Source: an optimization exercise on an open RTL-to-GDS flow (aim: small area, a short achievable clock period and few clock cycles). Production flows keep margins and buffers that such runs may drop. Only simulation tests tie the RTL to the original design; equivalence was not proved. No activity file was given, so power comes from the tool's default toggle rates.

==> flow/design.v <==
module aoc_solver_top (
    input         clear,
    input         clock,
    input  [31:0] reg_wdata,
    input         reg_write_strobe,
    input  [3:0]  reg_addr,
    output [31:0] reg_rdata
);
    reg       in_aw, in_dw, in_start;
    reg [9:0] in_a;
    always @(posedge clock) begin
        in_aw    <= ~clear & reg_write_strobe & (reg_addr == 4'd2);
        in_dw    <= ~clear & reg_write_strobe & (reg_addr == 4'd3);
        in_start <= ~clear & reg_write_strobe & (reg_addr == 4'd0) & reg_wdata[0];
        in_a     <= reg_wdata[9:0];
    end
    reg [4:0] off, ax, pr;
    reg       a_up, a_dn, b_up, b_dn;
    always @(posedge clock)
        if (clear) begin
            off  <= 5'd0;
            ax   <= 5'd0;
            pr   <= 5'd1;
            a_up <= 1'b1;
            a_dn <= 1'b0;
            b_up <= 1'b1;
            b_dn <= 1'b1;
        end else begin
            off  <= off + 5'd1;
            a_up <= off != 5'd30;
            a_dn <= off != 5'd31;
            b_up <= off != 5'd14;
            b_dn <= off != 5'd15;
            if (in_aw) begin
                ax <= in_a[4:0];
                pr <= in_a[9:5] + off + 5'd2;
            end else
                pr <= pr + 5'd1;
        end
    reg  [1023:0] ring;     
    wire [31:0]   outA, outB, rmA, rmB;
    wire          en;
    aoc_row_proc pa (.en(en),
        .up(ring[32*30 +: 32] & {32{a_up}}), .mid(ring[32*31 +: 32]),
        .dn(ring[0 +: 32] & {32{a_dn}}), .out(outA), .rm(rmA));
    aoc_row_proc pb (.en(en),
        .up(ring[32*14 +: 32] & {32{b_up}}), .mid(ring[32*15 +: 32]),
        .dn(ring[32*16 +: 32] & {32{b_dn}}), .out(outB), .rm(rmB));
    reg       pend_v, pend_d;
    reg [4:0] pend_x;
    reg [3:0] pend_p;
    always @(posedge clock) begin
        pend_v <= ~clear & in_dw & pr[0];
        pend_d <= in_a[0];
        pend_x <= ax;
        pend_p <= pr[4:1] + 4'd1;
    end
    wire        now_v   = in_dw & ~pr[0];
    wire        wr_v    = now_v | pend_v;
    wire        wr_d    = now_v ? in_a[0] : pend_d;
    wire [4:0]  wr_x    = now_v ? ax : pend_x;
    wire [3:0]  wr_p    = now_v ? pr[4:1] : pend_p;
    wire [31:0] col_sel = 32'd1 << wr_x;
    genvar p;
    generate
        for (p = 0; p < 32; p = p + 1) begin : g_row
            wire [31:0] prev;
            if (p == 0)       assign prev = outA;
            else if (p == 16) assign prev = outB;
            else              assign prev = ring[32*(p-1) +: 32];
            if (p % 2 == 0) begin : g_wr
                wire        rsel = wr_v & (wr_p == p / 2);
                wire [31:0] wsel = col_sel & {32{rsel}};
                always @(posedge clock)
                    ring[32*p +: 32] <= (prev & ~wsel) | ({32{wr_d}} & wsel);
            end else begin : g_nowr
                always @(posedge clock)
                    ring[32*p +: 32] <= prev;
            end
        end
    endgenerate
    wire [63:0] cin = {ring[32*30 +: 32], ring[32*14 +: 32]};
    wire [63:0] rmv = {rmA, rmB};
    reg  [2:0]  part [0:8];
    reg         part9;
    reg  [3:0]  ro;
    integer i;
    always @(posedge clock) begin
        for (i = 0; i < 9; i = i + 1)
            part[i] <= pop7(cin[7*i +: 7]);
        part9 <= cin[63];
        for (i = 0; i < 4; i = i + 1)
            ro[i] <= |rmv[16*i +: 16];
    end
    reg [5:0] q0, q1;
    reg [6:0] psum;
    reg       rq2;
    always @(posedge clock) begin
        q0   <= ((part[0] + part[1]) + (part[2] + part[3])) + part[4];
        q1   <= ((part[5] + part[6]) + (part[7] + part[8])) + part9;
        psum <= q0 + q1;
        rq2  <= |ro;
    end
    reg        solving, fin, done, blk0, cp, bq;
    reg [1:0]  vs;            
    reg [3:0]  bc;
    reg [10:0] bs, b0;
    wire       go     = vs[1] & ~fin;
    wire       bq_now = (bc == 4'd0) ? rq2 : (bq | rq2);
    assign en = solving;
    always @(posedge clock)
        if (clear) begin
            solving <= 1'b0;
            fin     <= 1'b0;
            done    <= 1'b0;
            blk0    <= 1'b1;
            cp      <= 1'b0;
            bq      <= 1'b0;
            vs      <= 2'd0;
            bc      <= 4'd0;
            bs      <= 11'd0;
            b0      <= 11'd0;
        end else begin
            vs <= {vs[0], solving & ~fin};
            if (in_start & ~solving & ~fin & ~done)
                solving <= 1'b1;
            cp <= go & blk0 & (bc == 4'd15);
            if (go) begin
                bc <= bc + 4'd1;
                bq <= bq_now;
                bs <= ((bc == 4'd0) ? 11'd0 : bs) + psum;
                if (bc == 4'd15) begin
                    blk0 <= 1'b0;
                    if (~bq_now) begin
                        solving <= 1'b0;
                        fin     <= 1'b1;
                    end
                end
            end
            if (fin & ~done) begin
                done <= 1'b1;
                b0   <= cp ? 11'd0 : (b0 - bs);
            end else if (cp)
                b0 <= bs;
        end
    function [2:0] pop7(input [6:0] b);
        reg c1, s1, c2, s2, c3, s3;
        begin
            {c1, s1} = b[0] + b[1] + b[2];
            {c2, s2} = b[3] + b[4] + b[5];
            {c3, s3} = s1 + s2 + b[6];
            pop7 = {2'b00, s3} + ({1'b0, c1} + c2 + c3) * 2;
        end
    endfunction
    assign reg_rdata = (reg_addr == 4'd1) ? {5'd0, b0, 15'd0, done} : 32'd0;
endmodule
module aoc_row_proc (
    input         en,
    input  [31:0] up,
    input  [31:0] mid,
    input  [31:0] dn,
    output [31:0] out,
    output [31:0] rm
);
    wire [33:0] u  = {1'b0, up, 1'b0};
    wire [33:0] m  = {1'b0, mid, 1'b0};
    wire [33:0] d  = {1'b0, dn, 1'b0};
    wire [33:0] cs = u ^ m ^ d;
    wire [33:0] cc = (u & m) | (u & d) | (m & d);
    genvar x;
    generate
        for (x = 0; x < 32; x = x + 1) begin : g_col
            wire c0 = cc[x], c1 = cc[x+1], c2 = cc[x+2];
            wire s0 = cs[x], s1 = cs[x+1], s2 = cs[x+2];
            wire ge5 = (((c0 & c1) | (c0 & c2) | (c1 & c2)) & (s0 | s1 | s2 | (c0 & c1 & c2)))
                     | ((c0 | c1 | c2) & s0 & s1 & s2);
            assign rm[x] = en & mid[x] & ~ge5;
        end
    endgenerate
    assign out = mid & ~rm;
endmodule
==> flow/run.sh <==
#!/bin/bash
# synth_recipe.tcl (not shown) runs the flow's synth.tcl, then flattens the netlist and writes it again
# the make line also repeats each setting of config.mk as NAME=value (left out here)
make -C /OpenROAD-flow-scripts/flow DESIGN_CONFIG=/design/flow/config.mk WORK_HOME=/design/flow/orfs CLKGATE_MAP_FILE= SYNTH_SCRIPT=/design/flow/synth_recipe.tcl finish
==> flow/config.mk <==
export PLATFORM = sky130hd
export DESIGN_NAME = aoc_solver_top
export DESIGN_NICKNAME = aoc_solver_top
export VERILOG_FILES = /design/flow/design.v
export SDC_FILE = /design/flow/constraint.sdc
export NUM_CORES = 4
export LEC_CHECK = 0
export CAP_MARGIN = 20
export CORE_MARGIN = 2
export CORE_UTILIZATION = 40
export CTS_CLUSTER_DIAMETER = 100
export CTS_CLUSTER_SIZE = 30
export SETUP_SLACK_MARGIN = 2.2
export SLEW_MARGIN = 20
==> flow/constraint.sdc <==
create_clock -name core_clock -period 5.0 [get_ports {clock}]
set_input_delay 1.0000 -clock core_clock [delete_from_list [all_inputs] [get_ports {clock}]]
set_output_delay 1.0000 -clock core_clock [all_outputs]
set_load 0.01 [all_outputs]
==> summary.md, run 1 <==
| Metric | Value |
|---|---|
| Status | no timing/DRC/antenna violations |
| IO Pins | 71 |
| Largest net degree at the start of global routing | 150 |
| Cts hold-fix bufs | 0 |
| Number of enable flip-flop cells after synthesis | 0 |
| Gr usage total | between 10% and 20% |
| Worst Min Path Start | ring[770] |
| Post-synth top flop | dfxtp_1 |
| Seq/Total Area, Yosys | 56.4% |
| Vias post-DR | roughly 29k |
| Share of cells above drive strength 1 | a little under an eighth |
| Leakage | ~16 nW |
| Synth warn | 2 |
| Max-cap check violation count | 0 |
| First-pass GRT wire length | between 150,000 and 200,000 um |
| Cell area after layout | roughly 45,000 sq um |
| R2r startpoint | b_dn |
| Site row count | ~120 |
| IO Port Bufs | 28 |
| Clk slew on worst S/H paths | between 0.1 and 0.15 ns |
| Routed length per instance | approximately 19 um |
| Slowest CP cell | or4b_4 |
| RSZ-0062 raised after global routing | true |
| Asr flop ratio synth | 0% |
| Drt via density | roughly 5.4 |
| Reg-to-reg slack, setup | roughly 1.8 ns |
| Initial Util | between 40% and 50% |
| Critical Path Start Type | register |
| Initial antenna violation count | 1 |
| DP Worst Slack | 1.14 ns |
| Worst-path fanout max | 6 |
| DIE AREA | ~100,000 sq um |
| Post-route ant nets | 0 |
| Final wirelength | between 100,000 and 150,000 um |
| Max Slew Vio Count | 0 |
| Iteration count of the initial detailed-routing pass | 6 |
| Gpl congestion | around 0.84 |
| CTS tree | done |
| DPL Wire Length | 62,300 um |
| Grt ovf | 0 |
| Setup crit end | ro[0] |
| WP buf/inv | 2 |
| Inst Count DP | slightly above 5k |
| Worst Path Arrival | 3.74 ns |
| Mapped Cells | between 4k and 5k |
| Nets | around 4.2k |
| Final Power | 14.4 mW |
| CTS Buf Count | 46 |
| Fmax | around 310 MHz |
| CP endpoint kind | register |
| Clock buffer depth | 3 |
| Clk Tree Root Cell | clkbuf_16 |
| Cells along the critical path | buf_6 > nand2_1 > fa_2 > buf_2 > a311o_1 > o2111ai_2 > a21oi_4 > or4_1 > or4b_4 > or3_1 |
| Setup crit start | b_dn |
| Clk sinks | approximately 1.2k |
| Placed Area | 42,300 sq um |
| Worst slew margin | between 20% and 30% |
| Mean Syn Cell Area | between 10 and 15 sq um |
| Maximum vdd drop | between 200 and 250 uV |
| Final core occ | between 40% and 50% |
| Most common cell after layout, fill and taps aside | dfxtp_1 |
| Worst hold-check path type | register to register |
| Vias in the first global route | 26.4k |
| Critical Path RT | between 5 and 6 ns |
| Setup TNS | 0 ns |
| Die H | roughly 320 um |
| Final Skew | 0.0476 ns |
| Crit path max-delay family | simple AND/OR/NAND/NOR gates |
| Crit path largest cell delay | 0.51 ns |
| Final hold vios | 0 |
| Total power divided by cell area | approximately 320 nW/um^2 |
| Area Overhead vs Synth | 10.6% |
| Number of synthesized register bits | roughly 1.2k |
| Setup CP Type | register to register |
| Post-Layout Cell Count | ~5.3k |
| Core Area | 102,000 sq um |
| Worst-skew pair later-pin latency | 0.67 ns |
| Final worst setup slack | ~1.8 ns |
| Fin crit share | between 60 and 70% |
| Setup violations, final | 0 |
| Pin slew with the least headroom to its limit | about 1.1 ns |
| Crit path depth | 10 |
| Distinct cells, synth | 79 |
| DRC Markers | 0 |
| Iter 0 DRT Violations | a little under 3k |
| Most frequent cells in the layout | dfxtp_1 (1,141), a21oi_1 (470), a31oi_1 (360), nand2_1 (294), inv_1 (207) |
| Die width | roughly 320 um |
| CTS H-tree lvls | 2 |
| R2r worst-path depth | 10 |
| Worst R2R End | ro[0] |
| Min cycle time layout | between 3 and 4 ns |
| Mapped cell area | between 40,000 and 50,000 sq um |
| Hold Slack | roughly 0.31 ns |
[sequential cells by signal (all words and copies together) (netlist names), 6 cells and up]
name / cells
b0: 11
bs: 11
in_a: 10
part: 27
psum: 7
q0: 6
ring: 1024
[cell usage after synthesis, types with 15 or more instances]
library cell  number  share of area (%)
nand3_1           37               0.45
nor2b_1           21               0.32
o21ai_0          187                2.3
clkbuf_1         297                2.7
xnor2_1           18               0.39
o22ai_1           15               0.23
nand2b_1          15               0.23
a31oi_1          368                5.6
a21oi_1          478                5.9
nand2_1          302                2.8
nor2_1           124                1.1
nor3_1            45               0.55
ha_1              46                1.4
buf_1             19               0.17
dfxtp_1         1151                 56
a211oi_1          23               0.42
mux2i_1           32               0.78
o32a_1            28               0.69
nand4_1           17               0.26
buf_2             43               0.53
buf_4             20               0.37
fa_1             119                5.8
o31ai_1          114                2.1
a311oi_1          16               0.34
o221ai_1          15               0.32
a21o_1            18               0.33
and2_1            51               0.78
inv_1            210                1.9
and3_1            16               0.24
[layer usage]
metal,vias up,track usage [%],share of wire (%)
met5,-,0,0
met4,0,5.30,2.7
met3,127,2.35,5.0
met2,732,30.3,45
met1,14100,27.5,47
li1,14000,-,-
[kinds of logic (layout without fill, tap and decap cells)]
| group | Yosys count | count (layout) | share of synthesized area (%) |
|---|---|---|---|
| other | 1 | 21 | 0.00918 |
| adder cells (fa/ha/maj) | 178 | 178 | 7.56 |
| AO/OA/AOI/OAI | 1386 | 1386 | 20.9 |
| multiplexers | 34 | 34 | 0.839 |
| AND/OR/NAND/NOR | 687 | 690 | 7.85 |
| buffers and inverters | 593 | 471 | 5.84 |
| flip-flops | 1151 | 1151 | 56.4 |
| XOR/XNOR | 30 | 30 | 0.643 |
[power by group]
part	total (mW)	internal [mW]	switching, mW
registers	9.27	9.22	0.0498
logic	0.473	0.171	0.302
clock network	4.62	1.79	2.84
total	14.4	11.2	3.19
[worst min path at each step]
stage | endpoint | slack [ns] | cells past startpoint
2_1_floorplan | ring[100] | 0.31 | 0
3_3_place_gp | ring[354] | 0.31 | 0
3_5_place_dp | ring[750] | 0.31 | 0
4_1_cts | ring[307] | 0.31 | 0
5_1_grt | ring[307] | 0.32 | 0
6_report | ring[802] | 0.31 | 0
[repair_timing]
| action | 4_1_cts | 5_1_grt |
|---|---|---|
| buffers inserted | 74 | 14 |
| endpoints found under the setup margin | 531 | 156 |
| resized for setup | 203 | 75 |
| pin swaps | 58 | 28 |
| cloned | 5 | 2 |
[area by class of cell]
type / instances / area [sq um]
inverter: 210 / 788
clock buffer: 51 / 1210
tap: 1368 / 1710
clock inverter: 8 / 120
fill: 9625 / 56400
sequential: 1151 / 23100
multi-input combinational: 2338 / 16300
antenna: 1 / 2.50
timing repair buffer: 202 / 1960
Testbench counts, summed over its fixed seeds: cycles 148,160.
==> inputs of run 2 (changes only) <==
--- a/flow/config.mk
+++ b/flow/config.mk
@@ -6,4 +6,5 @@
 export NUM_CORES = 4
 export LEC_CHECK = 0
+export ABC_AREA = 1
 export CAP_MARGIN = 20
 export CORE_MARGIN = 2
==> summary.md, run 2 <==
| Metric | Value |
|---|---|
| Status | no timing/DRC/antenna violations (unchanged) |
| DPL Wire Length | 73,900 um (was 62,300 um) |
| CTS tree | done (unchanged) |
| IO Pins | 71 (unchanged) |
| Max-cap check violation count | 0 (unchanged) |
| Number of synthesized register bits | 1,151 (unchanged) |
| Gpl congestion | 0.928 (was 0.840) |
| Site row count | 120 (was 117) |
| Fmax | 358 MHz (was 313 MHz) |
| CTS Buf Count | 47 (was 46) |
| Met3 Use GR | 2.36% (was 2.35%) |
| Largest net degree at the start of global routing | 120 (was 150) |
| Routing usage on met2 | 32.5% (was 30.3%) |
| Die width | 332 um (was 324 um) |
| Initial Util | 40.3% (was 40.2%) |
| Clk slew on worst S/H paths | 0.11 ns (about the same) |
| Worst hold-check path type | register to register (unchanged) |
| Synth warn | 2 (unchanged) |
| Post-synth top flop | dfxtp_1 (unchanged) |
| Synth cell count leaders | nand2_1 (1,736), dfxtp_1 (1,151), nand3_1 (679) (was dfxtp_1 (1,151), a21oi_1 (478), a31oi_1 (368)) |
| Seq/Total Area, Yosys | 53.4% (was 56.4%) |
| Nets | 5,442 (was 4,153) |
| Iter 0 DRT Violations | 2,706 (was 2,890) |
| Reg with most FFs | ring (unchanged) |
| Critical Path Start Type | register (unchanged) |
| Share of the synthesized area in the top cell type | 53.4% (was 56.4%) |
| Met1 Resource Use GR | 27.9% (was 27.5%) |
| Cell area after layout | 46,900 sq um (was 45,200 sq um) |
| Setup TNS | 0 ns (unchanged) |
| CTS H-tree lvls | 2 (unchanged) |
| Drt via density | 4.94 (was 5.43) |
| Setup violations, final | 0 (unchanged) |
| Worst Path Arrival | 3.35 ns (was 3.74 ns) |
| Min cycle time layout | 2.79 ns (was 3.19 ns) |
| DIE AREA | 110,000 sq um (was 105,000 sq um) |
| Final hold vios | 0 (unchanged) |
| Critical Path RT | 5.56 ns (was 5.55 ns) |
| Filler cells | 10.5k (was 9,625) |
| Clock buffer depth | 3 (unchanged) |
| Worst slew margin | 37.2% (was 25.4%) |
| Cts hold-fix bufs | 0 (unchanged) |
| FF/Latch Area | 23,100 sq um (about the same) |
| Largest register FFs | 1,024 (unchanged) |
| Post-route ant nets | 0 (unchanged) |
| Pin slew with the least headroom to its limit | 0.941 ns (was 1.12 ns) |
| Global routing's busiest layer | met2 (unchanged) |
| Iteration count of the initial detailed-routing pass | 6 (unchanged) |
| Setup CP Type | register to register (unchanged) |
| Most frequent cells in the layout | nand2_1 (1,728), dfxtp_1 (1,144), nand3_1 (674), inv_1 (422), o21ai_0 (234) (was dfxtp_1 (1,141), a21oi_1 (470), a31oi_1 (360), nand2_1 (294), inv_1 (207)) |
| Distinct cells, synth | 40 (was 79) |
| RSZ-0062 raised after global routing | true (unchanged) |
| IO Port Bufs | 28 (unchanged) |
| Die H | 332 um (was 324 um) |
| Maximum vdd drop | 308 uV (was 214 uV) |
| Area Overhead vs Synth | 8.86% (was 10.6%) |
| Clk sinks | 1,151 (unchanged) |
| Max Slew Vio Count | 0 (unchanged) |
| Mapped cell area | 43,100 sq um (was 40,900 sq um) |
| Share of cells above drive strength 1 | 6.48% (was 11.3%) |
| Grt ovf | 0 (unchanged) |
| Final Power | 14.7 mW (was 14.4 mW) |
| Asr flop ratio synth | 0% (unchanged) |
| Post-Layout Cell Count | 6,654 (was 5,329) |
| Placed Area | 44,600 sq um (was 42,300 sq um) |
| Final wirelength | 116,000 um (was 102,000 um) |
| Hold Crit Depth | 0 (unchanged) |
| Inst Count DP | 6,517 (was 5,174) |
| CP endpoint kind | register (unchanged) |
| Initial antenna violation count | 1 (unchanged) |
| Most common cell after layout, fill and taps aside | nand2_1 (was dfxtp_1) |
| Total power divided by cell area | 314 nW/um^2 (was 318 nW/um^2) |
| Multi-input gate area | 17,500 sq um (was 16,300 sq um) |
| Mean Syn Cell Area | 8.14 sq um (was 10.1 sq um) |
| R2r worst-path depth | 8 (was 10) |
| Worst-path fanout max | 2 (was 6) |
| Vias in the first global route | 30.7k (was 26.4k) |
| Top cells by area, synth | dfxtp_1 (53%), nand2_1 (15%), nand3_1 (7.9%) (was dfxtp_1 (56%), a21oi_1 (5.9%), fa_1 (5.8%)) |
| Count leader, synth | nand2_1 (was dfxtp_1) |
| Fin crit share | 55.9% (was 63.8%) |
| Core Area | 107,000 sq um (was 102,000 sq um) |
| Clk Tree Root Cell | clkbuf_16 (unchanged) |
| Regs by FF count | ring x1024, part x27 (unchanged) |
| Leakage | 21.3 nW (was 16.5 nW) |
| Mapped Cells | 5,299 (was 4,060) |
| First-pass GRT wire length | 176,000 um (was 157,000 um) |
| Worst-skew pair later-pin latency | 0.68 ns (was 0.67 ns) |
| Routed length per instance | 17.4 um (was 19.2 um) |
| DRC Markers | 0 (unchanged) |
| Area leader, netlist | dfxtp_1 (unchanged) |
| Final core occ | 43.8% (was 44.5%) |
| Gr usage total | 20.2% (was 19.1%) |
| Number of enable flip-flop cells after synthesis | 0 (unchanged) |
| Final Skew | 0.0284 ns (was 0.0476 ns) |
| Vias post-DR | 32.9k (was 28.9k) |
## run 2: changes by cell type after synthesis, moves of 29 or more
cell	change
nand2_1	+1434
nand3_1	+642
a21oi_1	-371
a31oi_1	-354
inv_1	+220
clkbuf_1	-163
nor2_1	+121
o31ai_1	-114
buf_2	+91
o21ai_1	+49
and2_1	-48
o21ai_0	+47
mux2i_1	-32
nor2_2	+29
## run 2: worst max-delay path, cell delays in order, from the launching register on
cell and delay [ns]:
dfxtp_2 0.34, inv_2 0.03, fa_2 0.62, fa_1 0.42
inv_1 0.08, fa_1 0.42, ha_2 0.22, fa_2 0.36
xor2_1 0.17
## run 2: path summary, 6_finish.rpt
kind                            startpoint   endpoint  slack, ns
worst max-delay path            part[2][1]      q0[3]       2.21
worst min-delay path             ring[711]  ring[743]       0.30
worst max register to register  part[2][1]      q0[3]       2.21
worst min register to register   ring[711]  ring[743]       0.30
## run 2: through the flow
stage          worst slack [ns]  hold slack, ns
2_1_floorplan              2.29           0.310
3_3_place_gp               1.34           0.310
3_5_place_dp               1.31           0.312
4_1_cts                    1.89           0.299
5_1_grt                    2.13           0.296
6_report                   2.21           0.296
## run 2: area by class of cell
class / count / share of cell area, %
antenna: 1 / 0.00533
clock buffer: 49 / 2.57
sequential: 1151 / 49.1
multi-input combinational: 3428 / 37.3
tap: 1403 / 3.74
clock inverter: 12 / 0.392
inverter: 456 / 3.69
timing repair buffer: 154 / 3.21
## run 2: power breakdown
part	internal (mW)	switching (mW)	leakage (nW)	total, mW
Combinational	0.224	0.438	11.3	0.662
Sequential	9.24	0.0415	9.35	9.28
Clock	1.86	2.92	0.675	4.78
Total	11.3	3.40	21.3	14.7
## run 2: kinds of logic (layout without fill, tap and decap cells)
family                     after synthesis  after routing  synth area share (%)
AOI/OAI and AO/OA                      438            438                  5.33
DFF                                   1151           1151                  53.4
other                                    1             21               0.00870
xor gates and xnor gates                20             20                 0.406
adders and majority gates              165            165                  6.86
and+or+nand+nor                       2772           2785                  26.8
buffers and inverters                  752            671                  7.20
## run 2: what timing repair did
item / CTS / global route
endpoints found under the setup margin: 353 / 251
resized for setup: 79 / 71
cloned: 7 / 6
pin swaps: 23 / 16
setup buffers: 39 / 22
## run 2: routing by layer
| metal | wire length, um | vias up | share of wire (%) |
|---|---|---|---|
| met4 | 4660 | 0 | 4.0 |
| li1 | - | 16400 | - |
| met3 | 5930 | 178 | 5.1 |
| met5 | 0 | - | 0 |
| met1 | 53200 | 15500 | 46 |
| met2 | 52000 | 797 | 45 |
==> inputs of run 3 (changes only) <==
--- a/flow/config.mk
+++ b/flow/config.mk
@@ -9,5 +9,5 @@
 export CAP_MARGIN = 20
 export CORE_MARGIN = 2
-export CORE_UTILIZATION = 40
+export CORE_UTILIZATION = 60
 export CTS_CLUSTER_DIAMETER = 100
 export CTS_CLUSTER_SIZE = 30
==> summary.md, run 3 <==
| Metric | Value |
|---|---|
| Status | no timing/DRC/antenna violations (unchanged) |
| Mapped Cells | 5,299 (unchanged) |
| Iter 0 DRT Violations | 3,358 (was 2,706) |
| Gr usage total | 29.8% (was 20.2%) |
| Die H | 272 um (was 332 um) |
| Setup TNS | 0 ns (unchanged) |
| Vias post-DR | 33.6k (was 32.9k) |
| DP Worst Slack | 1.30 ns (was 1.31 ns) |
| Psw | 3.32 mW (was 3.40 mW) |
| Power share of the sequential group | 63.8% (was 63.0%) |
| Number of enable flip-flop cells after synthesis | 0 (unchanged) |
| Worst-skew pair later-pin latency | 0.65 ns (was 0.68 ns) |
| Iteration count of the initial detailed-routing pass | 7 (was 6) |
| Post-synth top flop | dfxtp_1 (unchanged) |
| Pin slew with the least headroom to its limit | 1.06 ns (was 0.941 ns) |
| Distinct cells, synth | 40 (unchanged) |
| Cells along the critical path | inv_2 > fa_1 > fa_1 > inv_2 > fa_1 > ha_2 > fa_2 > xor2_1 (was inv_2 > fa_2 > fa_1 > inv_1 > fa_1 > ha_2 > fa_2 > xor2_1) |
| Combinational Power Share | 4.6% (was 4.5%) |
| DIE AREA | 74,000 sq um (was 110,000 sq um) |
| RSZ-0062 raised after global routing | true (unchanged) |
| Final Power | 14.5 mW (was 14.7 mW) |
| Post-route ant nets | 0 (unchanged) |
| DRC Markers | 0 (unchanged) |
| Leakage | 21.5 nW (was 21.3 nW) |
| Asr flop ratio synth | 0% (unchanged) |
| Crit path largest cell delay | 0.59 ns (was 0.62 ns) |
| Setup violations, final | 0 (unchanged) |
| Nets | 5,470 (was 5,442) |
| Vias in the first global route | 30.1k (was 30.7k) |
| Mapped cell area | 43,100 sq um (unchanged) |
| Initial antenna violation count | 1 (unchanged) |
| Clk slew on worst S/H paths | 0.12 ns (was 0.11 ns) |
| Initial Util | 60.4% (was 40.3%) |
| Final wirelength | 116,000 um (about the same) |
| Most common cell on crit path | fa_1 |
| Final Skew | 0.0255 ns (was 0.0284 ns) |
| Gpl congestion | 0.905 (was 0.928) |
| Clk sinks | 1,151 (unchanged) |
| Clock buffer depth | 3 (unchanged) |
| Routed length per instance | 18.7 um (was 17.4 um) |
| Number of synthesized register bits | 1,151 (unchanged) |
| Antenna cells | 0 (was 1) |
| Synth warn | 2 (unchanged) |
| Count leader, synth | nand2_1 (unchanged) |
| Share of the synthesized area in the top cell type | 53.4% (unchanged) |
| Mean Syn Cell Area | 8.14 sq um (unchanged) |
| CTS H-tree lvls | 2 (unchanged) |
| Site row count | 98 (was 120) |
| CTS tree | done (unchanged) |
| Crit path max-delay family | adder cells (unchanged) |
| Regs by FF count | ring x1024, part x27 (unchanged) |
| Net Sw Frac | 22.8% (was 23.1%) |
| Cell internal pwr | 11.2 mW (was 11.3 mW) |
| Clock power frac | 31.5% (was 32.5%) |
| Largest net degree at the start of global routing | 130 (was 120) |
| Worst-path fanout max | 2 (unchanged) |
| Max-cap check violation count | 0 (unchanged) |
| Final hold vios | 0 (unchanged) |
| Worst Path Arrival | 3.46 ns (was 3.35 ns) |
| CTS Buf Count | 46 (was 47) |
| Critical Path Start Type | register (unchanged) |
| IO Port Bufs | 28 (unchanged) |
| Fin crit share | 58.5% (was 55.9%) |
| Worst slew margin | 29.1% (was 37.2%) |
| Area Overhead vs Synth | 8.50% (was 8.86%) |
| First-pass GRT wire length | 172,000 um (was 176,000 um) |
| Die width | 272 um (was 332 um) |
| Synth cell count leaders | nand2_1 (1,736), dfxtp_1 (1,151), nand3_1 (679) (unchanged) |
| Drt via density | 5.40 (was 4.94) |
| CP endpoint kind | register (unchanged) |
| Maximum vdd drop | 365 uV (was 308 uV) |
| Seq/Total Area, Yosys | 53.4% (unchanged) |
| Final worst setup slack | 2.08 ns (was 2.21 ns) |
| IO Pins | 71 (unchanged) |
| Setup CP Type | register to register (unchanged) |
| Slowest CP cell | fa_1 (was fa_2) |
| Most frequent cells in the layout | nand2_1 (1,725), dfxtp_1 (1,144), nand3_1 (675), inv_1 (420), o21ai_0 (234) (was nand2_1 (1,728), dfxtp_1 (1,144), nand3_1 (674), inv_1 (422), o21ai_0 (234)) |
| Area leader, netlist | dfxtp_1 (unchanged) |
| Reg with most FFs | ring (unchanged) |
| Worst hold-check path type | register to register (unchanged) |
| Top cells by area, synth | dfxtp_1 (53%), nand2_1 (15%), nand3_1 (7.9%) (unchanged) |
| Core Area | 71,400 sq um (was 107,000 sq um) |
| Critical Path RT | 5.54 ns (was 5.56 ns) |
| Clk Tree Root Cell | clkbuf_16 (unchanged) |
| Most common cell after layout, fill and taps aside | nand2_1 (unchanged) |
| Total power divided by cell area | 311 nW/um^2 (was 314 nW/um^2) |
| Min cycle time layout | 2.92 ns (was 2.79 ns) |
| Largest register FFs | 1,024 (unchanged) |
| Grt ovf | 0 (unchanged) |
| Fmax | 342 MHz (was 358 MHz) |
| Max Slew Vio Count | 0 (unchanged) |
| Share of cells above drive strength 1 | 7.01% (was 6.48%) |
| Filler cells | 6,094 (was 10.5k) |
| DPL Wire Length | 71,800 um (was 73,900 um) |
| WP buf/inv | 2 (unchanged) |
-- run 3: cell counts after synthesis --
Identical to the previous run, type by type.
-- run 3: what timing repair did --
item	CTS	global route
hold buffers	0	0
buffers inserted	33	54
pin swaps	30	41
gates cloned	6	13
endpoints found under the setup margin	359	464
resized for setup	84	77
-- run 3: stage by stage --
stage	hold WS, ns	instances	area, sq um	util (%)
after detailed placement	0.312	6059	44000	61.6
final	0.325	6225	46800	65.6
after floorplan	0.310	5318	43200	-
after global placement	0.310	6057	43900	61.6
after CTS	0.331	6155	45700	64.1
after global routing	0.331	6225	46800	65.6
-- run 3: cell type report --
cell class                 count  area [sq um]  share of cell area (%)
tap                          950          1190                    2.54
clock buffer                  47          1180                    2.51
inverter                     456          1740                    3.72
timing repair buffer         177          1900                    4.05
multi-input combinational   3434         17600                    37.6
clock inverter                10           123                   0.262
sequential                  1151         23100                    49.3
-- run 3: final timing paths --
| check | startpoint | endpoint | slack [ns] | cells after the start |
|---|---|---|---|---|
| setup / recovery | part[1][1] | q0[3] | 2.08 | 8 |
| hold / removal | ring[645] | ring[677] | 0.33 | 0 |
| setup reg to reg | part[1][1] | q0[3] | 2.08 | 8 |
| hold reg to reg | ring[645] | ring[677] | 0.33 | 0 |
-- run 3: logic make-up after synthesis --
logic type	Yosys count	share of synthesized area (%)
simple gates	2772	26.8
compound gates	438	5.33
fa+ha+maj	165	6.86
xor+xnor	20	0.406
flops	1151	53.4
buf+inv	752	7.20
other cells	1	0.00870
-- run 3: power groups by stage --
stage | sequential, mW | clock (mW) | combinational (mW)
after floorplan | 9.48 | 0 | 0.461
after global routing | 9.30 | 4.98 | 0.750
after detailed placement | 9.50 | 0 | 0.616
after CTS | 9.29 | 4.67 | 0.636
final | 9.29 | 4.59 | 0.676
after global placement | 9.50 | 0 | 0.604
-- run 3: metal layers --
layer | vias to the layer above | wire [um] | GRT usage [%]
li1 | 16500 | - | -
met3 | 192 | 8420 | 3.81
met4 | 0 | 3850 | 10.1
met2 | 1083 | 52000 | 46.7
met5 | - | 0 | 0
met1 | 15900 | 52200 | 42.8
-- run 3: worst register-to-register path: stages, from the launching register on --
cell     delay [ns]
dfxtp_2        0.34
inv_2          0.03
fa_1           0.52
fa_1           0.59
inv_2          0.06
fa_1           0.49
ha_2           0.23
fa_2           0.41
xor2_1         0.16
==> inputs of run 4 (changes only) <==
--- a/flow/design.v
+++ b/flow/design.v
@@ -47,19 +47,13 @@
         .up(ring[32*14 +: 32] & {32{b_up}}), .mid(ring[32*15 +: 32]),
         .dn(ring[32*16 +: 32] & {32{b_dn}}), .out(outB), .rm(rmB));
-    reg       pend_v, pend_d;
-    reg [4:0] pend_x;
-    reg [3:0] pend_p;
+    reg         pend_v, pend_d;
     always @(posedge clock) begin
         pend_v <= ~clear & in_dw & pr[0];
         pend_d <= in_a[0];
-        pend_x <= ax;
-        pend_p <= pr[4:1] + 4'd1;
     end
-    wire        now_v   = in_dw & ~pr[0];
-    wire        wr_v    = now_v | pend_v;
-    wire        wr_d    = now_v ? in_a[0] : pend_d;
-    wire [4:0]  wr_x    = now_v ? ax : pend_x;
-    wire [3:0]  wr_p    = now_v ? pr[4:1] : pend_p;
-    wire [31:0] col_sel = 32'd1 << wr_x;
+    wire        wr_v    = (in_dw | pend_v) & ~pr[0];
+    wire        wr_d    = in_dw ? in_a[0] : pend_d;
+    wire [3:0]  wr_p    = pr[4:1];
+    wire [31:0] col_sel = 32'd1 << ax;
     genvar p;
     generate
--- a/flow/config.mk
+++ b/flow/config.mk
@@ -9,7 +9,7 @@
 export CAP_MARGIN = 20
 export CORE_MARGIN = 2
-export CORE_UTILIZATION = 60
-export CTS_CLUSTER_DIAMETER = 100
-export CTS_CLUSTER_SIZE = 30
-export SETUP_SLACK_MARGIN = 2.2
+export CORE_UTILIZATION = 40
+export CTS_CLUSTER_DIAMETER = 80
+export CTS_CLUSTER_SIZE = 24
+export SETUP_SLACK_MARGIN = 2.4
 export SLEW_MARGIN = 20
==> summary.md, run 4 <==
| Metric | Value |
|---|---|
| Routed length per instance | 16.9 um (was 18.7 um) |
| Clock buffer depth | 3 (unchanged) |
| DRC Markers | 0 (unchanged) |
| Regs by FF count | ring x1024, part x27 (unchanged) |
| Synth warn | 2 (unchanged) |
| Setup violations, final | 0 (unchanged) |
| Total power divided by cell area | 329 nW/um^2 (was 311 nW/um^2) |
| Final hold vios | 0 (unchanged) |
| Most common cell after layout, fill and taps aside | dfxtp_1 (was nand2_1) |
| Initial antenna violation count | 1 (unchanged) |
| Setup TNS | 0 ns (unchanged) |
| Post-synth top flop | dfxtp_1 (unchanged) |
| Synth cell count leaders | dfxtp_1 (1,142), nand2_1 (686), a21oi_1 (501) (was nand2_1 (1,736), dfxtp_1 (1,151), nand3_1 (679)) |
| CTS Buf Count | 56 (was 46) |
| Seq/Total Area, Yosys | 56.8% (was 53.4%) |
| Distinct cells, synth | 38 (was 40) |
| First-pass GRT wire length | 149,000 um (was 172,000 um) |
| IO Port Bufs | 28 (unchanged) |
| Worst Path Arrival | 1.84 ns (was 3.46 ns) |
| Drt via density | 5.14 (was 5.40) |
| Largest net degree at the start of global routing | 127 (was 130) |
| Worst hold-check path type | register to register (unchanged) |
| Mapped cell area | 40,200 sq um (was 43,100 sq um) |
| R2r startpoint | part[0][1] (was part[1][1]) |
| Setup crit start | reg_addr[3] (was part[1][1]) |
| Core Area | 99,900 sq um (was 71,400 sq um) |
| Final wirelength | 94,700 um (was 116,000 um) |
| R2r worst-path depth | 8 (unchanged) |
| Die width | 321 um (was 272 um) |
| DIE AREA | 103,000 sq um (was 74,000 sq um) |
| Vias in the first global route | 26.7k (was 30.1k) |
| Worst-skew pair later-pin latency | 0.66 ns (was 0.65 ns) |
| Worst-path fanout max | 3 (was 2) |
| Worst Hold Endpoint | ring[361] (was ring[677]) |
| Mean Syn Cell Area | 9.16 sq um (was 8.14 sq um) |
| Worst Min Path Start | ring[329] (was ring[645]) |
| Clk sinks | 1,142 (was 1,151) |
| Worst slew margin | 32.2% (was 29.1%) |
| Setup CP Type | input pin to primary output (was register to register) |
| Iteration count of the initial detailed-routing pass | 6 (was 7) |
| Area leader, netlist | dfxtp_1 (unchanged) |
| Die H | 321 um (was 272 um) |
| Gpl congestion | 0.884 (was 0.905) |
| Hold Crit Depth | 0 (unchanged) |
| Fin crit share | 56.8% (was 58.5%) |
| Maximum vdd drop | 239 uV (was 365 uV) |
| Leakage | 17.6 nW (was 21.5 nW) |
| Worst R2R End | q0[3] (unchanged) |
| Pin slew with the least headroom to its limit | 1.02 ns (was 1.06 ns) |
| Number of enable flip-flop cells after synthesis | 0 (unchanged) |
| RSZ-0062 raised after global routing | true (unchanged) |
| Post-route ant nets | 0 (unchanged) |
| Critical Path RT | 4.00 ns (was 5.54 ns) |
| Mapped Cells | 4,391 (was 5,299) |
| Site row count | 116 (was 98) |
| Share of cells above drive strength 1 | 6.37% (was 7.01%) |
| Number of synthesized register bits | 1,142 (was 1,151) |
| Share of the synthesized area in the top cell type | 56.8% (was 53.4%) |
| DPL Wire Length | 58,600 um (was 71,800 um) |
| Min cycle time layout | 2.84 ns (was 2.92 ns) |
| Top cells by area, synth | dfxtp_1 (57%), a31oi_1 (6.5%), nand2_1 (6.4%) (was dfxtp_1 (53%), nand2_1 (15%), nand3_1 (7.9%)) |
| Count leader, synth | dfxtp_1 (was nand2_1) |
| Max-cap check violation count | 0 (unchanged) |
| Status | no timing/DRC/antenna violations (unchanged) |
| Critical Path Start Type | input pin (was register) |
| Vias post-DR | 28.8k (was 33.6k) |
| Reg with most FFs | ring (unchanged) |
| Cts hold-fix bufs | 0 (unchanged) |
| Most frequent cells in the layout | dfxtp_1 (1,134), nand2_1 (685), a21oi_1 (501), a31oi_1 (416), inv_1 (411) (was nand2_1 (1,725), dfxtp_1 (1,144), nand3_1 (675), inv_1 (420), o21ai_0 (234)) |
| Final Skew | 0.0289 ns (was 0.0255 ns) |
| CP endpoint kind | primary output (was register) |
| Fmax | 352 MHz (was 342 MHz) |
| Grt ovf | 0 (unchanged) |
| Max Slew Vio Count | 0 (unchanged) |
| Area Overhead vs Synth | 8.04% (was 8.50%) |
| IO Pins | 71 (unchanged) |
| CTS H-tree lvls | 2 (unchanged) |
| Final worst setup slack | 2.16 ns (was 2.08 ns) |
| Largest register FFs | 1,024 (unchanged) |
| DP Worst Slack | 1.11 ns (was 1.30 ns) |
| Gr usage total | 18.0% (was 29.8%) |
| Initial Util | 40.3% (was 60.4%) |
| Asr flop ratio synth | 0% (unchanged) |
| CTS tree | done (unchanged) |
| Iter 0 DRT Violations | 2,360 (was 3,358) |
| Clk Tree Root Cell | clkbuf_16 (unchanged) |
| Nets | 4,493 (was 5,470) |
| Reg-to-reg slack, setup | 2.26 ns (was 2.08 ns) |
| Clk slew on worst S/H paths | 0.09 ns (was 0.12 ns) |
[run 4: what timing repair did]
item                                    4_1_cts  5_1_grt
setup buffers                                19        9
cloned                                        3        0
gates resized for setup                      98       27
endpoints found under the setup margin      195      281
pin swaps                                    11        7
[run 4: critical path, stage by stage]
cell	delay, ns
buf_6	0.10
nor2_4	0.19
nand3_4	0.12
buf_6	0.13
buf_4	0.12
nor2_2	0.06
buf_2	0.12
[run 4: power by group]
group / internal (mW) / switching, mW / leakage, nW
clock network: 2.09 / 2.85 / 0.759
registers: 9.10 / 0.0192 / 9.21
logic: 0.0609 / 0.174 / 7.62
[run 4: metrics by stage]
step	instance area [sq um]	power, mW	cells	util [%]	hold WS [ns]
final	43500	14.3	5600	43.5	0.320
after global routing	43500	14.8	5599	43.5	0.327
after CTS	43300	14.4	5590	43.3	0.320
after detailed placement	41500	9.55	5499	41.6	0.312
after global placement	41500	9.55	5499	41.6	0.310
after floorplan	40300	9.49	4410	-	0.310
[run 4: cell families (layout without fill, tap and decap cells)]
logic type	after synthesis	after routing	synth area share (%)
flip-flops	1142	1142	56.8
XOR/XNOR	17	17	0.370
AND/OR/NAND/NOR	1212	1215	12.7
other	1	21	0.00932
buffers and inverters	720	608	7.35
adder cells (fa/ha/maj)	164	164	7.32
AO/OA/AOI/OAI	1135	1135	15.5
[run 4: layer usage]
layer | global-route usage (%) | up-vias | part of all wire [%]
li1 | - | 14300 | -
met1 | 26.1 | 13600 | 49
met2 | 28.3 | 692 | 44
met3 | 2.13 | 138 | 4.9
met4 | 4.89 | 0 | 2.6
met5 | 0 | - | 0
[run 4: cell type report]
| class | instances | area [sq um] |
|---|---|---|
| antenna | 1 | 2.50 |
| clock buffer | 58 | 1430 |
| clock inverter | 11 | 120 |
| fill | 9677 | 56400 |
| inverter | 426 | 1610 |
| multi-input combinational | 2551 | 14800 |
| sequential | 1142 | 22900 |
| tap | 1298 | 1620 |
| timing repair buffer | 113 | 1000 |
[run 4: how the worst max path moves through the flow]
stage / end / slack, ns
3_5_place_dp: reg_rdata[26] / 1.11
2_1_floorplan: q0[3] / 2.39
6_report: reg_rdata[18] / 2.16
5_1_grt: reg_rdata[18] / 2.13
4_1_cts: reg_rdata[18] / 2.16
3_3_place_gp: reg_rdata[0] / 1.11
Testbench counts of run 4, summed over its fixed seeds: cycles 148,160.
==> inputs of run 5 (changes only) <==
--- a/flow/config.mk
+++ b/flow/config.mk
@@ -7,9 +7,9 @@
 export LEC_CHECK = 0
 export ABC_AREA = 1
-export CAP_MARGIN = 20
+export CAP_MARGIN = 5
 export CORE_MARGIN = 2
 export CORE_UTILIZATION = 40
 export CTS_CLUSTER_DIAMETER = 80
 export CTS_CLUSTER_SIZE = 24
-export SETUP_SLACK_MARGIN = 2.4
-export SLEW_MARGIN = 20
+export SETUP_SLACK_MARGIN = 2.2
+export SLEW_MARGIN = 5
==> summary.md, run 5 <==
| Metric | Value |
|---|---|
| Status | no timing/DRC/antenna violations (unchanged) |
| Mapped cell area | 40,200 sq um (unchanged) |
| CTS Buf Count | 56 (unchanged) |
| Final Power | 14.3 mW (about the same) |
| Mux share of post-synthesis cell area | 0% (unchanged) |
| Clk slew on worst S/H paths | 0.09 ns (about the same) |
| Post-route ant nets | 0 (unchanged) |
| Area leader, netlist | dfxtp_1 (unchanged) |
| First-pass GRT wire length | 148,000 um (was 149,000 um) |
| Gpl congestion | 0.892 (was 0.884) |
| Vias in the first global route | 26.5k (was 26.7k) |
| XOR/XNOR Fraction of Synth Area | 0.370% (unchanged) |
| Max Slew Vio Count | 0 (unchanged) |
| Crit path max-delay family | adder cells (was buffers and inverters) |
| Most frequent cells in the layout | dfxtp_1 (1,134), nand2_1 (686), a21oi_1 (501), a31oi_1 (416), inv_1 (415) (was dfxtp_1 (1,134), nand2_1 (685), a21oi_1 (501), a31oi_1 (416), inv_1 (411)) |
| Most common cell after layout, fill and taps aside | dfxtp_1 (unchanged) |
| Total power divided by cell area | 332 nW/um^2 (was 329 nW/um^2) |
| Setup CP Type | register to register (was input pin to primary output) |
| Share of the synthesized area in the top cell type | 56.8% (unchanged) |
| Setup TNS | 0 ns (unchanged) |
| Pin slew with the least headroom to its limit | 1.17 ns (was 1.02 ns) |
| Post-Layout Cell Count | 5,577 (was 5,600) |
| Power share of the sequential group | 63.6% (was 63.8%) |
| Post-synth top flop | dfxtp_1 (unchanged) |
| Worst slew margin | 21.7% (was 32.2%) |
| Most common cell on crit path | fa_1 (was buf_6) |
| Clk Tree Root Cell | clkbuf_16 (unchanged) |
| Initial antenna violation count | 0 (was 1) |
| Met3 Use GR | 2.17% (was 2.13%) |
| Number of synthesized register bits | 1,142 (unchanged) |
| Min cycle time layout | 2.75 ns (was 2.84 ns) |
| Net Sw Frac | 21.3% (about the same) |
| Worst Path Arrival | 3.32 ns (was 1.84 ns) |
| Cell area after layout | 43,200 sq um (was 43,500 sq um) |
| Leakage | 17.5 nW (was 17.6 nW) |
| Top cells by area, synth | dfxtp_1 (57%), a31oi_1 (6.5%), nand2_1 (6.4%) (unchanged) |
| Routed length per instance | 16.7 um (was 16.9 um) |
| Gr usage total | 17.9% (was 18.0%) |
| Clock power frac | 34.8% (was 34.5%) |
| Combinational Power Share | 1.6% (about the same) |
| Largest net degree at the start of global routing | 149 (was 127) |
| Fmax | 363 MHz (was 352 MHz) |
| Compound-gate portion of the synthesized area | 15.5% (unchanged) |
| Placed Area | 41,500 sq um (about the same) |
| CTS H-tree lvls | 2 (unchanged) |
| Core Area | 99,900 sq um (unchanged) |
| Synth warn | 2 (unchanged) |
| Drt via density | 5.15 (was 5.14) |
| Share of cells above drive strength 1 | 5.49% (was 6.37%) |
| Simple-gate portion of the synthesized area | 12.7% (unchanged) |
| Nets | 4,472 (was 4,493) |
| Routing usage on met2 | 27.8% (was 28.3%) |
| Mapped Cells | 4,391 (unchanged) |
| Critical Path RT | 5.57 ns (was 4.00 ns) |
| Worst-skew pair later-pin latency | 0.66 ns (about the same) |
| Die H | 321 um (unchanged) |
| Critical Path Start Type | register (was input pin) |
| Largest register FFs | 1,024 (unchanged) |
| Initial Util | 40.3% (unchanged) |
| Fin crit share | 55.1% (was 56.8%) |
| Area Overhead vs Synth | 7.35% (was 8.04%) |
| Final wirelength | 93,300 um (was 94,700 um) |
| Iteration count of the initial detailed-routing pass | 5 (was 6) |
| Global routing's busiest layer | met2 (unchanged) |
| Seq/Total Area, Yosys | 56.8% (unchanged) |
| Site row count | 116 (unchanged) |
| Clock buffer depth | 3 (unchanged) |
| Crit path largest cell delay | 0.53 ns (was 0.19 ns) |
| Regs by FF count | ring x1024, part x27 (unchanged) |
| Setup violations, final | 0 (unchanged) |
| DIE AREA | 103,000 sq um (unchanged) |
| IO Port Bufs | 28 (unchanged) |
| CP endpoint kind | register (was primary output) |
| Slowest CP cell | fa_1 (was nor2_4) |
| Asr flop ratio synth | 0% (unchanged) |
| Die width | 321 um (unchanged) |
| Reg with most FFs | ring (unchanged) |
| Mean Syn Cell Area | 9.16 sq um (unchanged) |
| Largest family of logic cells by synthesized area | compound AO/OA/AOI/OAI gates (unchanged) |
| Inst Count DP | 5,498 (was 5,499) |
| Cells along the critical path | inv_2 > fa_1 > fa_1 > fa_1 > inv_2 > ha_4 > fa_2 > xor2_1 (was buf_6 > nor2_4 > nand3_4 > buf_6 > buf_4 > nor2_2 > buf_2) |
| Vias post-DR | 28.7k (was 28.8k) |
| Iter 0 DRT Violations | 2,348 (was 2,360) |
| IO Pins | 71 (unchanged) |
| Grt ovf | 0 (unchanged) |
| Hold Slack | 0.314 ns (was 0.320 ns) |
| Worst hold-check path type | register to register (unchanged) |
| DPL Wire Length | 59,500 um (was 58,600 um) |
| DRC Markers | 0 (unchanged) |
| Clk sinks | 1,142 (unchanged) |
| Worst-path fanout max | 2 (was 3) |
| Cell internal pwr | 11.3 mW (about the same) |
| WP buf/inv | 2 (was 4) |
| Final Skew | 0.0232 ns (was 0.0289 ns) |
| Count leader, synth | dfxtp_1 (unchanged) |
| Maximum vdd drop | 265 uV (was 239 uV) |
| CTS tree | done (unchanged) |
| Number of enable flip-flop cells after synthesis | 0 (unchanged) |
| Antenna cells | 0 (was 1) |
| Synth cell count leaders | dfxtp_1 (1,142), nand2_1 (686), a21oi_1 (501) (unchanged) |
| Final hold vios | 0 (unchanged) |
| Adder-cell area share of the yosys netlist | 7.32% (unchanged) |
| Psw | 3.05 mW (about the same) |
| RSZ-0062 raised after global routing | true (unchanged) |
| Max-cap check violation count | 0 (unchanged) |
| Met1 Resource Use GR | 25.9% (was 26.1%) |
| Distinct cells, synth | 38 (unchanged) |
-- run 5: changes by cell type in the layout (fill, tap and decap cells not counted), moves of 2 or more --
cell      delta
clkbuf_2     +3
inv_2        -2
buf_4       -11
buf_6       -12
nand3_1      +2
nor2_1       +9
inv_1        +4
buf_12       +2
nor2_2       -6
nor2_4       -5
nand3_2      -2
-- run 5: layer usage --
metal  wire (um)  up-vias
met2       40500      639
li1            -    14300
met1       46000    13700
met3        4090      138
met5           0        -
met4        2790        0
-- run 5: area by class of cell --
| class | count | area, sq um |
|---|---|---|
| well taps | 1298 | 1620 |
| clock buffers | 57 | 1430 |
| multi-input cells | 2549 | 14700 |
| clock inverters | 11 | 139 |
| inverters | 426 | 1610 |
| flip-flops and latches | 1142 | 22900 |
| fillers | 9651 | 56700 |
| repair buffers | 94 | 796 |
-- run 5: final timing paths --
path | from | endpoint | slack [ns] | depth (start not counted)
hold / removal | ring[266] | ring[298] | 0.31 | 0
hold reg to reg | ring[266] | ring[298] | 0.31 | 0
setup reg to reg | part[1][1] | q0[3] | 2.25 | 8
setup / recovery | part[1][1] | q0[3] | 2.25 | 8
-- run 5: repair_timing --
action,in CTS,in global routing
gates resized for setup,78,19
cloned,1,0
hold buffers,0,0
buffers inserted,9,1
pin swaps,18,10
endpoints found under the setup margin,153,115
-- run 5: power groups by stage --
stage               Combinational, mW  Sequential [mW]  Clock (mW)
floorplan                       0.162             9.33           0
global placement                0.215             9.34           0
detailed placement              0.217             9.34           0
CTS                             0.224             9.13        5.15
global route                    0.249             9.13        5.50
finish                          0.224             9.12        5.00
-- run 5: cell families after synthesis --
family          count (synthesis)
simple gates                 1212
flops                        1142
compound gates               1135
buf+inv                       720
fa+ha+maj                     164
xor+xnor                       17
other cells                     1
-- run 5: stage by stage --
stage / utilization, % / setup WS, ns
finish: 43.3 / 2.25
global route: 43.3 / 2.05
CTS: 43.2 / 2.20
detailed placement: 41.5 / 1.24
global placement: 41.5 / 1.30
floorplan: - / 2.27
==> inputs of run 6 (changes only) <==
--- a/flow/config.mk
+++ b/flow/config.mk
@@ -7,9 +7,11 @@
 export LEC_CHECK = 0
 export ABC_AREA = 1
-export CAP_MARGIN = 5
+export CAP_MARGIN = 20
 export CORE_MARGIN = 2
 export CORE_UTILIZATION = 40
 export CTS_CLUSTER_DIAMETER = 80
 export CTS_CLUSTER_SIZE = 24
+export GPL_ROUTABILITY_DRIVEN = 0
+export GPL_TIMING_DRIVEN = 0
 export SETUP_SLACK_MARGIN = 2.2
-export SLEW_MARGIN = 5
+export SLEW_MARGIN = 20
==> summary.md, run 6 <==
| Metric | Value |
|---|---|
| Clock buffer depth | 3 (unchanged) |
| Fmax | 347 MHz (was 363 MHz) |
| Number of enable flip-flop cells after synthesis | 0 (unchanged) |
| Clk sinks | 1,142 (unchanged) |
| Pin slew with the least headroom to its limit | 1.25 ns (was 1.17 ns) |
| Synth warn | 2 (unchanged) |
| Drt via density | 5.23 (was 5.15) |
| Setup crit start | part[1][1] (unchanged) |
| Clk slew on worst S/H paths | 0.10 ns (was 0.09 ns) |
| Count leader, synth | dfxtp_1 (unchanged) |
| Area leader, netlist | dfxtp_1 (unchanged) |
| DIE AREA | 103,000 sq um (unchanged) |
| IO Pins | 71 (unchanged) |
| DPL Wire Length | 90,500 um (was 59,500 um) |
| Reg with most FFs | ring (unchanged) |
| CTS tree | done (unchanged) |
| Final Skew | 0.0319 ns (was 0.0232 ns) |
| Vias post-DR | 30.4k (was 28.7k) |
| Asr flop ratio synth | 0% (unchanged) |
| Die H | 321 um (unchanged) |
| Mapped Cells | 4,391 (unchanged) |
| Area Overhead vs Synth | 9.17% (was 7.35%) |
| IO Port Bufs | 28 (unchanged) |
| Clk Tree Root Cell | clkbuf_16 (unchanged) |
| Worst slew margin | 16.4% (was 21.7%) |
| Initial Util | 40.3% (unchanged) |
| Setup TNS | 0 ns (unchanged) |
| Status | no timing/DRC/antenna violations (unchanged) |
| Critical Path Start Type | register (unchanged) |
| Total power divided by cell area | 330 nW/um^2 (was 332 nW/um^2) |
| Vias in the first global route | 28.5k (was 26.5k) |
| Min cycle time layout | 2.88 ns (was 2.75 ns) |
| Final wirelength | 116,000 um (was 93,300 um) |
| Share of the synthesized area in the top cell type | 56.8% (unchanged) |
| CP endpoint kind | register (unchanged) |
| Die width | 321 um (unchanged) |
| Gr usage total | 22.1% (was 17.9%) |
| Largest net degree at the start of global routing | 25 (was 149) |
| Largest register FFs | 1,024 (unchanged) |
| Max Slew Vio Count | 0 (unchanged) |
| Maximum vdd drop | 295 uV (was 265 uV) |
| Site row count | 116 (unchanged) |
| Post-route ant nets | 0 (unchanged) |
| First-pass GRT wire length | 173,000 um (was 148,000 um) |
| Setup violations, final | 0 (unchanged) |
| Reg-to-reg slack, setup | 2.12 ns (was 2.25 ns) |
| Mean Syn Cell Area | 9.16 sq um (unchanged) |
| Grt ovf | 0 (unchanged) |
| Distinct cells, synth | 38 (unchanged) |
| Post-Layout Cell Count | 5,817 (was 5,577) |
| Nets | 4,703 (was 4,472) |
| DRC Markers | 0 (unchanged) |
| Initial antenna violation count | 7 (was 0) |
| Inst Count DP | 5,736 (was 5,498) |
| Post-synth top flop | dfxtp_1 (unchanged) |
| Setup CP Type | register to register (unchanged) |
| Fin crit share | 57.6% (was 55.1%) |
| Filler cells | 9,688 (was 9,651) |
| Share of cells above drive strength 1 | 6.63% (was 5.49%) |
| Most frequent cells in the layout | dfxtp_1 (1,137), nand2_1 (686), a21oi_1 (501), inv_1 (418), a31oi_1 (416) (was dfxtp_1 (1,134), nand2_1 (686), a21oi_1 (501), a31oi_1 (416), inv_1 (415)) |
| Worst-skew pair later-pin latency | 0.68 ns (was 0.66 ns) |
| Mapped cell area | 40,200 sq um (unchanged) |
| Most common cell after layout, fill and taps aside | dfxtp_1 (unchanged) |
| Final Power | 14.5 mW (was 14.3 mW) |
| Synth cell count leaders | dfxtp_1 (1,142), nand2_1 (686), a21oi_1 (501) (unchanged) |
| Iter 0 DRT Violations | 3,005 (was 2,348) |
| Worst-path fanout max | 2 (unchanged) |
| Multi-input gate area | 14,500 sq um (was 14,700 sq um) |
| Number of synthesized register bits | 1,142 (unchanged) |
| Top cells by area, synth | dfxtp_1 (57%), a31oi_1 (6.5%), nand2_1 (6.4%) (unchanged) |
| Worst Path Arrival | 3.44 ns (was 3.32 ns) |
| FF/Latch Area | 22,900 sq um (about the same) |
| Max-cap check violation count | 0 (unchanged) |
| Regs by FF count | ring x1024, part x27 (unchanged) |
| Iteration count of the initial detailed-routing pass | 9 (was 5) |
| Worst hold-check path type | register to register (unchanged) |
| Critical Path RT | 5.56 ns (was 5.57 ns) |
| R2r startpoint | part[1][1] (unchanged) |
| RSZ-0062 raised after global routing | true (unchanged) |
| Seq/Total Area, Yosys | 56.8% (unchanged) |
| Final hold vios | 0 (unchanged) |
| Routed length per instance | 20.0 um (was 16.7 um) |
| CTS H-tree lvls | 2 (unchanged) |
| Core Area | 99,900 sq um (unchanged) |
| Worst Min Path Start | ring[650] (was ring[266]) |
| CTS Buf Count | 56 (unchanged) |
| Leakage | 18.1 nW (was 17.5 nW) |
## run 6: repair_timing
action,in CTS,in global routing
hold buffers,0,0
endpoints found under the hold margin,0,0
gates cloned,1,0
gates resized for setup,89,18
setup buffers,2,1
endpoints found under the setup margin,30,17
pin swaps,6,0
## run 6: cell type report
type | count | share of cell area [%]
Sequential cell | 1142 | 52.1
Buffer | 294 | 3.17
Multi-Input combinational cell | 2548 | 33.1
Tap cell | 1298 | 3.70
Clock buffer | 59 | 3.29
Timing Repair Buffer | 32 | 0.590
Antenna cell | 6 | 0.0342
Clock inverter | 12 | 0.427
Inverter | 426 | 3.64
## run 6: path summary, 6_finish.rpt
kind	depth (start not counted)	end
worst min-delay path	0	ring[682]
worst min register to register	0	ring[682]
worst max-delay path	8	q0[3]
worst max register to register	8	q0[3]
## run 6: logic make-up (layout without fill, tap and decap cells)
logic type / count (synthesis) / in the layout / synth area share [%]
xor+xnor: 17 / 17 / 0.370
other cells: 1 / 26 / 0.00932
fa+ha+maj: 164 / 164 / 7.32
buf+inv: 720 / 823 / 7.35
simple gates: 1212 / 1212 / 12.7
compound gates: 1135 / 1135 / 15.5
flops: 1142 / 1142 / 56.8
## run 6: layer usage
metal	GRT usage [%]	vias up	routed length (um)
met5	0	-	24
met4	7.95	4	4500
met3	3.77	185	8610
met2	35.3	1054	51500
met1	30.0	14500	51500
li1	-	14700	-
## run 6: metrics by stage
step	area, sq um	hold slack, ns	worst slack, ns	utilization [%]
after floorplan	40300	0.310	2.27	-
after global placement	42200	0.310	1.30	42.3
after detailed placement	42200	0.312	1.27	42.3
after CTS	43900	0.324	2.18	43.9
after global routing	43900	0.325	2.08	44.0
final	43900	0.326	2.12	44.0
## run 6: critical path, stage by stage, from the launching register on
cell	delay, ns
dfxtp_2	0.35
inv_2	0.04
fa_2	0.69
fa_1	0.45
fa_1	0.50
inv_1	0.05
ha_2	0.17
fa_2	0.35
xor2_1	0.17
## run 6: power breakdown
group | internal [mW] | switching, mW | leakage [nW] | total, mW
combinational | 0.0730 | 0.205 | 8.15 | 0.278
clock | 2.17 | 2.94 | 0.790 | 5.10
sequential | 9.10 | 0.0168 | 9.21 | 9.12
==> inputs of run 7 (changes only) <==
--- a/flow/config.mk
+++ b/flow/config.mk
@@ -9,9 +9,8 @@
 export CAP_MARGIN = 20
 export CORE_MARGIN = 2
-export CORE_UTILIZATION = 40
+export CORE_UTILIZATION = 50
 export CTS_CLUSTER_DIAMETER = 80
 export CTS_CLUSTER_SIZE = 24
-export GPL_ROUTABILITY_DRIVEN = 0
-export GPL_TIMING_DRIVEN = 0
+export PLACE_DENSITY = 0.65
 export SETUP_SLACK_MARGIN = 2.2
 export SLEW_MARGIN = 20
==> summary.md, run 7 <==
| Metric | Value |
|---|---|
| Status | no timing/DRC/antenna violations (unchanged) |
| Final Skew | 0.0218 ns (was 0.0319 ns) |
| Synth warn | 2 (unchanged) |
| Slowest CP cell | fa_2 (unchanged) |
| Setup violations, final | 0 (unchanged) |
| Max Slew Vio Count | 0 (unchanged) |
| Asr flop ratio synth | 0% (unchanged) |
| CTS H-tree lvls | 2 (unchanged) |
| Top cells by area, synth | dfxtp_1 (57%), a31oi_1 (6.5%), nand2_1 (6.4%) (unchanged) |
| Worst slew margin | 26.6% (was 16.4%) |
| Worst-path fanout max | 2 (unchanged) |
| Clk sinks | 1,142 (unchanged) |
| Min cycle time layout | 2.86 ns (was 2.88 ns) |
| Cts hold-fix bufs | 0 (unchanged) |
| CTS tree | done (unchanged) |
| Crit path largest cell delay | 0.64 ns (was 0.69 ns) |
| Iter 0 DRT Violations | 2,199 (was 3,005) |
| Cells along the critical path | inv_2 > fa_2 > inv_2 > fa_1 > inv_1 > fa_1 > inv_2 > ha_1 > nand3_1 > nand3_1 > xor2_1 (was inv_2 > fa_2 > fa_1 > fa_1 > inv_1 > ha_2 > fa_2 > xor2_1) |
| DRC Markers | 0 (unchanged) |
| Clock buffer depth | 3 (unchanged) |
| Grt ovf | 0 (unchanged) |
| First-pass GRT wire length | 144,000 um (was 173,000 um) |
| Area Overhead vs Synth | 6.95% (was 9.17%) |
| Iteration count of the initial detailed-routing pass | 6 (was 9) |
| Antenna cells | 0 (was 6) |
| IO Port Bufs | 28 (unchanged) |
| Drt via density | 5.36 (was 5.23) |
| RSZ-0062 raised after global routing | true (unchanged) |
| Post-Layout Cell Count | 5,341 (was 5,817) |
| Critical Path Start Type | register (unchanged) |
| Mean Syn Cell Area | 9.16 sq um (unchanged) |
| Largest register FFs | 1,024 (unchanged) |
| Site row count | 104 (was 116) |
| DIE AREA | 82,800 sq um (was 103,000 sq um) |
| Die width | 288 um (was 321 um) |
| Clk slew on worst S/H paths | 0.09 ns (was 0.10 ns) |
| Setup TNS | 0 ns (unchanged) |
| Placed Area | 41,200 sq um (was 42,200 sq um) |
| Area leader, netlist | dfxtp_1 (unchanged) |
| Distinct cells, synth | 38 (unchanged) |
| Clk Tree Root Cell | clkbuf_16 (unchanged) |
| Core Area | 80,200 sq um (was 99,900 sq um) |
| Count leader, synth | dfxtp_1 (unchanged) |
| Routed length per instance | 16.8 um (was 20.0 um) |
| Number of synthesized register bits | 1,142 (unchanged) |
| Gpl congestion | between 0.9 and 1 |
| Maximum vdd drop | 265 uV (was 295 uV) |
| Final wirelength | 89,600 um (was 116,000 um) |
| Gr usage total | 21.6% (was 22.1%) |
| Pin slew with the least headroom to its limit | 1.10 ns (was 1.25 ns) |
| Nets | 4,473 (was 4,703) |
| Post-route ant nets | 0 (unchanged) |
| Post-synth top flop | dfxtp_1 (unchanged) |
| CTS Buf Count | 56 (unchanged) |
| Worst-skew pair later-pin latency | 0.65 ns (was 0.68 ns) |
| Most frequent cells in the layout | dfxtp_1 (1,135), nand2_1 (686), a21oi_1 (501), a31oi_1 (416), inv_1 (412) (was dfxtp_1 (1,137), nand2_1 (686), a21oi_1 (501), inv_1 (418), a31oi_1 (416)) |
| Vias in the first global route | 26.7k (was 28.5k) |
| Fmax | 350 MHz (was 347 MHz) |
| Seq/Total Area, Yosys | 56.8% (unchanged) |
| Worst hold-check path type | register to register (unchanged) |
| Initial Util | 50.2% (was 40.3%) |
| Mapped Cells | 4,391 (unchanged) |
| Critical Path RT | 5.53 ns (was 5.56 ns) |
| IO Pins | 71 (unchanged) |
| Leakage | 17.5 nW (was 18.1 nW) |
| Fin crit share | 57.1% (was 57.6%) |
| Die H | 288 um (was 321 um) |
| Worst Path Arrival | 3.39 ns (was 3.44 ns) |
| Number of enable flip-flop cells after synthesis | 0 (unchanged) |
| Vias post-DR | 28.6k (was 30.4k) |
| Largest net degree at the start of global routing | 128 (was 25) |
| Share of cells above drive strength 1 | 5.65% (was 6.63%) |
| Total power divided by cell area | 333 nW/um^2 (was 330 nW/um^2) |
| Filler cells | 7,256 (was 9,688) |
| Final Power | 14.3 mW (was 14.5 mW) |
| Inst Count DP | 5,258 (was 5,736) |
| Initial antenna violation count | 2 (was 7) |
| Mapped cell area | 40,200 sq um (unchanged) |
| Reg with most FFs | ring (unchanged) |
| Most common cell on crit path | inv_2 |
| Synth cell count leaders | dfxtp_1 (1,142), nand2_1 (686), a21oi_1 (501) (unchanged) |
| Regs by FF count | ring x1024, part x27 (unchanged) |
| Most common cell after layout, fill and taps aside | dfxtp_1 (unchanged) |
| DPL Wire Length | 57,700 um (was 90,500 um) |
| Max-cap check violation count | 0 (unchanged) |
| Setup CP Type | register to register (unchanged) |
| Cell area after layout | 43,000 sq um (was 43,900 sq um) |
| CP endpoint kind | register (unchanged) |
| Share of the synthesized area in the top cell type | 56.8% (unchanged) |
| Final hold vios | 0 (unchanged) |
[run 7: cell counts after synthesis]
No cell type changed its count.
[run 7: area by class of cell]
cell class                      instances  area, sq um  area share [%]
Clock buffer                           59         1460            3.38
Clock inverter                         10          140           0.326
Inverter                              426         1610            3.75
Multi-Input combinational cell       2549        14700            34.2
Sequential cell                      1142        22900            53.2
Tap cell                             1060         1330            3.08
Timing Repair Buffer                   95          881            2.05
[run 7: final timing paths]
| check | startpoint | cells after the start | endpoint | slack (ns) |
|---|---|---|---|---|
| worst max-delay path | part[0][2] | 11 | q0[4] | 2.14 |
| worst min-delay path | ring[596] | 0 | ring[628] | 0.31 |
| worst max register to register | part[0][2] | 11 | q0[4] | 2.14 |
| worst min register to register | ring[596] | 0 | ring[628] | 0.31 |
[run 7: logic make-up after synthesis]
logic type / count (synthesis) / synth area share, %
simple gates: 1212 / 12.7
xor+xnor: 17 / 0.370
flops: 1142 / 56.8
compound gates: 1135 / 15.5
buf+inv: 720 / 7.35
fa+ha+maj: 164 / 7.32
other cells: 1 / 0.00932
[run 7: layer usage]
metal | GRT usage (%) | vias to the layer above | routed length [um]
met3 | 2.16 | 129 | 4170
met2 | 34.4 | 642 | 40200
met4 | 5.88 | 0 | 2220
met1 | 31.3 | 13600 | 43000
li1 | - | 14300 | -
met5 | 0 | - | 0
[run 7: critical path, delay by kind of cell, from the launching register on]
kind / cells / cell delay, ns
adders and majority gates: 4 / 1.89
buffers and inverters: 4 / 0.19
xor gates and xnor gates: 1 / 0.15
and+or+nand+nor: 2 / 0.19
DFF: 1 / 0.33
[run 7: through the flow]
step | worst slack, ns | hold slack (ns) | util (%)
5_1_grt | 2.07 | 0.321 | 53.7
4_1_cts | 2.16 | 0.315 | 53.5
3_5_place_dp | 1.22 | 0.312 | 51.4
3_3_place_gp | 1.23 | 0.309 | 51.3
2_1_floorplan | 2.27 | 0.310 | -
6_report | 2.14 | 0.312 | 53.7
[run 7: power breakdown]
part / switching (mW) / leakage [nW] / internal, mW
combinational: 0.166 / 7.53 / 0.0586
clock: 2.82 / 0.778 / 2.16
sequential: 0.0198 / 9.21 / 9.10
[run 7: repair_timing]
item                                    CTS  global route
setup buffers                            10             0
endpoints found under the setup margin  176            90
pin swaps                                12             9
hold endpoints to repair                  0             0
cloned                                    1             0
resized for setup                        96            22

==> port drivers added, routing unchanged <==
No port has a modelled driver above. Below, the same layouts with a new extraction and two added sets of constraints. Step 1 assumes that a clkbuf_16 drives the clock port and a buf_2 every other input. Step 2 adds t to the input delays and takes it off the output delays; t is the mean of the earliest and latest rising clock arrival at the registers after step 1. Input paths then give back, and output paths get back, about the clock's delay inside the block. a / b / c = ideal ports / drivers / drivers and shift; a / b = the first two.
| run | t, ns | slack for setup (ns) | slew at the worst register clock pin (ns) | worst slew at a driven data input, ns | pins driven straight from the clock port |
|---|---|---|---|---|---|
| run 1 | 0.705 | 1.808 / 1.808 / 1.808 | 0.12 / 0.12 | 0.04 | 1 |
| run 2 | 0.748 | 2.207 / 2.207 / 2.207 | 0.12 / 0.12 | 0.04 | 1 |
| run 3 | 0.701 | 2.075 / 2.075 / 2.075 | 0.12 / 0.12 | 0.06 | 1 |
| run 4 | 0.716 | 2.162 / 2.128 / 1.969 | 0.10 / 0.10 | 0.05 | 1 |
| run 5 | 0.720 | 2.247 / 2.234 / 2.220 | 0.10 / 0.10 | 0.04 | 1 |
| run 6 | 0.731 | 2.121 / 2.121 / 2.121 | 0.10 / 0.10 | 0.05 | 1 |
| run 7 | 0.706 | 2.143 / 2.143 / 1.751 | 0.10 / 0.10 | 0.04 | 1 |
After both steps every run listed still meets setup and hold. For run 7, which loses most, drivers alone change the setup slack by 0.000 ns; drivers and shift together by -0.392 ns.
